Source: an optimization exercise on an open RTL-to-GDS flow (aim: small area). Production flows keep margins and buffers that such runs may drop.
Function was checked by simulation only, so behaviour that the tests miss may differ from the original.
Power is estimated from default activity; no workload was simulated.

==> flow/design.v <==
`timescale 1ns / 1ps
module comm_top(
  input wire sys_clk,
  input wire sys_clk_rst,
  input wire rst,
  input wire bit_in,
  output wire bit_out,
  output wire [7:0] data_trans,
  output wire [7:0] data_recev
);
  reg [2:0] c5;
  reg [8:0] k;
  always @(posedge sys_clk or posedge sys_clk_rst)
    if (sys_clk_rst) begin
      c5 <= 3'd0;
      k  <= 9'd0;
    end else if (c5[2]) begin
      c5 <= 3'd0;
      k  <= k + 9'd1;
    end else
      c5 <= c5 + 3'd1;
  wire fsk_en = c5[2] & ~k[0];
  wire ps_en  = c5[2] & (k[4:0] == 5'd15);
  wire gen_en = c5[2] & (k == 9'd255);
  reg [7:0] prev;
  reg [3:0] pcnt;
  reg       valid, dout;
  reg [3:0] mcnt;
  reg       wave_h, wave_l;
  assign data_trans = prev + 8'd1;
  wire started = valid | ~&prev;
  wire [2:0] p1 = {prev[7]^prev[6]^prev[5], prev[7]^prev[6]^prev[4], prev[7]^prev[5]^prev[4]};
  wire [2:0] p2 = {prev[3]^prev[2]^prev[1], prev[3]^prev[2]^prev[0], prev[3]^prev[1]^prev[0]};
  wire [15:0] word = {2'b11, prev[7:4], p1, prev[3:0], p2};
  wire tx_bit = word[~pcnt];
  always @(posedge sys_clk or posedge rst)
    if (rst) begin
      prev   <= 8'hFF;
      pcnt   <= 4'd0;
      valid  <= 1'b0;
      dout   <= 1'b0;
      mcnt   <= 4'd0;
      wave_h <= 1'b0;
      wave_l <= 1'b0;
    end else begin
      if (gen_en) prev <= data_trans;
      if (ps_en & started) begin
        valid <= 1'b1;
        dout  <= tx_bit;
        pcnt  <= pcnt + 4'd1;
      end
      if (fsk_en) begin
        if (valid) begin
          wave_h <= ~wave_h;
          if (mcnt == 4'd7) wave_l <= ~wave_l;
          mcnt <= mcnt + 4'd1;
        end else
          mcnt <= 4'd0;
      end
    end
  assign bit_out = dout ? wave_h : wave_l;
  reg       last, dm_out;
  reg [3:0] clknum;
  reg [1:0] zn;
  reg       cb, flag;
  reg [3:0] s;
  reg [7:0] hcd, drecv;
  reg [6:0] sr;
  reg [3:0] hi;
  function [3:0] corr(input [6:0] x);
    reg [2:0] c;
    begin
      c = {x[6]^x[5]^x[4]^x[2], x[6]^x[5]^x[3]^x[1], x[6]^x[4]^x[3]^x[0]};
      corr = x[6:3] ^ {c == 3'b111, c == 3'b110, c == 3'b101, c == 3'b011};
    end
  endfunction
  wire [3:0] nib = corr(sr);
  always @(posedge sys_clk or posedge rst)
    if (rst) begin
      last   <= 1'b0;
      dm_out <= 1'b0;
      clknum <= 4'd0;
      zn     <= 2'd0;
      cb     <= 1'b0;
      flag   <= 1'b0;
      s      <= 4'd0;
      hcd    <= 8'd0;
      drecv  <= 8'd0;
    end else begin
      if (fsk_en) begin
        clknum <= clknum + 4'd1;
        last   <= bit_in;
        if (clknum == 4'd15) begin
          zn     <= 2'd0;
          dm_out <= zn[1];
        end else if ((bit_in != last) && (clknum < 4'd3))
          zn <= zn + 2'd1;
      end
      if (ps_en) begin
        cb   <= dm_out;
        s    <= (s[3:1] == 3'd0 && !cb) ? 4'd0 : s + 4'd1;
        flag <= (s == 4'd15);
        if (flag) hcd <= {hi, nib};
      end
      if (gen_en) drecv <= hcd;
    end
  always @(posedge sys_clk)
    if (ps_en) begin
      sr <= {sr[5:0], cb};
      if (s == 4'd9) hi <= nib;
    end
  assign data_recev = drecv;
endmodule
export LEC_CHECK = 0
export CAP_MARGIN = 20
export CORE_MARGIN = 2
export CORE_UTILIZATION = 40
export SLEW_MARGIN = 20
create_clock -name core_clock -period 10.0 [get_ports {sys_clk}]
run.sh (not shown) runs the stock make flow with config.mk's settings and CLKGATE_MAP_FILE= SYNTH_SCRIPT=/design/flow/synth_recipe.tcl, a recipe that flattens the netlist after the stock synthesis.
Rerun with:
==> flow/flow/run.sh (new file) <==
#!/bin/bash
# Own layout flow: the standard ORFS flow (standard.sh) with these changes:
#  - synthesis maps logic with an area-oriented ABC script (flow/synth_area.tcl),
#  - ports are buffered with the smallest buffer (buf_1),
#  - clock tree built from small clock buffers, without dummy loads.
# All tool output goes to standard.log here; ORFS's per-step logs stay in orfs/logs.
set -euo pipefail
F=$(cd "$(dirname "$0")" && pwd)
bash standard.sh \
  SYNTH_SCRIPT=$F/synth_area.tcl \
  "BUFFER_PORTS_ARGS=-buffer_cell sky130_fd_sc_hd__buf_1" \
  "CTS_ARGS=-sink_clustering_enable -repair_clock_nets -buf_list {sky130_fd_sc_hd__clkbuf_4 sky130_fd_sc_hd__clkbuf_8} -dont_use_dummy_load" \
  finish > standard.log 2>&1
==> flow/flow/area.abc (new file) <==
strash
balance
rewrite
refactor
balance
rewrite
rewrite -z
balance
refactor -z
rewrite -z
balance
balance
rewrite
refactor
balance
rewrite
rewrite -z
balance
refactor -z
rewrite -z
balance
dch -f
amap
topo
==> flow/flow/synth_area.tcl (new file) <==
# The standard flow's synthesis script (synth_recipe.tcl), with one change: Yosys's abc call maps the
# logic with the area-oriented ABC script area.abc beside this file instead of ORFS's
# speed script. Registers are mapped before abc runs, so they are the same as in the
# standard synthesis.
set area_abc_script [file join [file dirname [file normalize [info script]]] area.abc]
proc use_area_abc {name1 name2 op} {
  global abc_args area_abc_script
  set i [lsearch -exact $abc_args -script]
  if { $i >= 0 && [lindex $abc_args [expr {$i + 1}]] ne $area_abc_script } {
    set abc_args [lreplace $abc_args [expr {$i + 1}] [expr {$i + 1}] $area_abc_script]
  }
}
trace add variable ::abc_args write use_area_abc

proc synth {args} { yosys synth -nofsm -noshare {*}$args }
source $::env(SCRIPTS_DIR)/synth.tcl
# left out here: clear keep_hierarchy, flatten, clean up, hide names made inside functions, write 1_2_yosys.v
==> flow/standard.sh (new file) <==
#!/bin/bash
# synth_recipe.tcl (not shown) runs the flow's synth.tcl, then flattens the netlist and writes it again
# the make line also repeats each setting of config.mk as NAME=value (left out here)
make -C /OpenROAD-flow-scripts/flow DESIGN_CONFIG=/design/flow/config.mk WORK_HOME=/design/flow/orfs CLKGATE_MAP_FILE= SYNTH_SCRIPT=/design/flow/synth_recipe.tcl "${@:-finish}"
removed: flow/run.sh
Total power went down by 6.0%; routed wire length went up by 1.8%; final cell count went up by 1.8%; combinational power went down by 23%; fmax went up by 9.3%.

-- afterwards: timing with drivers on the ports --
No port has a modelled driver above. Below, the same layouts with a new extraction and two added sets of constraints.
Step 1 sets driving cells, clkbuf_16 on the clock port and buf_2 on the other inputs (assumed; they add their load-dependent delay and slew).
Step 2 adds t to the input delays and takes it off the output delays; t is the mean of the earliest and latest rising clock arrival at the registers after step 1. Input paths then give back, and output paths get back, about the clock's delay inside the block.
Slacks: ideal ports / drivers / drivers and shift; pairs: ideal ports / drivers.
run | shift t [ns] | setup slack, ns | clock arrival spread, ns | cell pins on the clock port's net
the first run | 0.363 | 5.611 / 5.581 / 5.945 | 0.011 / 0.011 | 1
the second run | 0.363 | 5.985 / 5.956 / 6.319 | 0.023 / 0.023 | 1
After both steps every run listed still meets setup and hold.
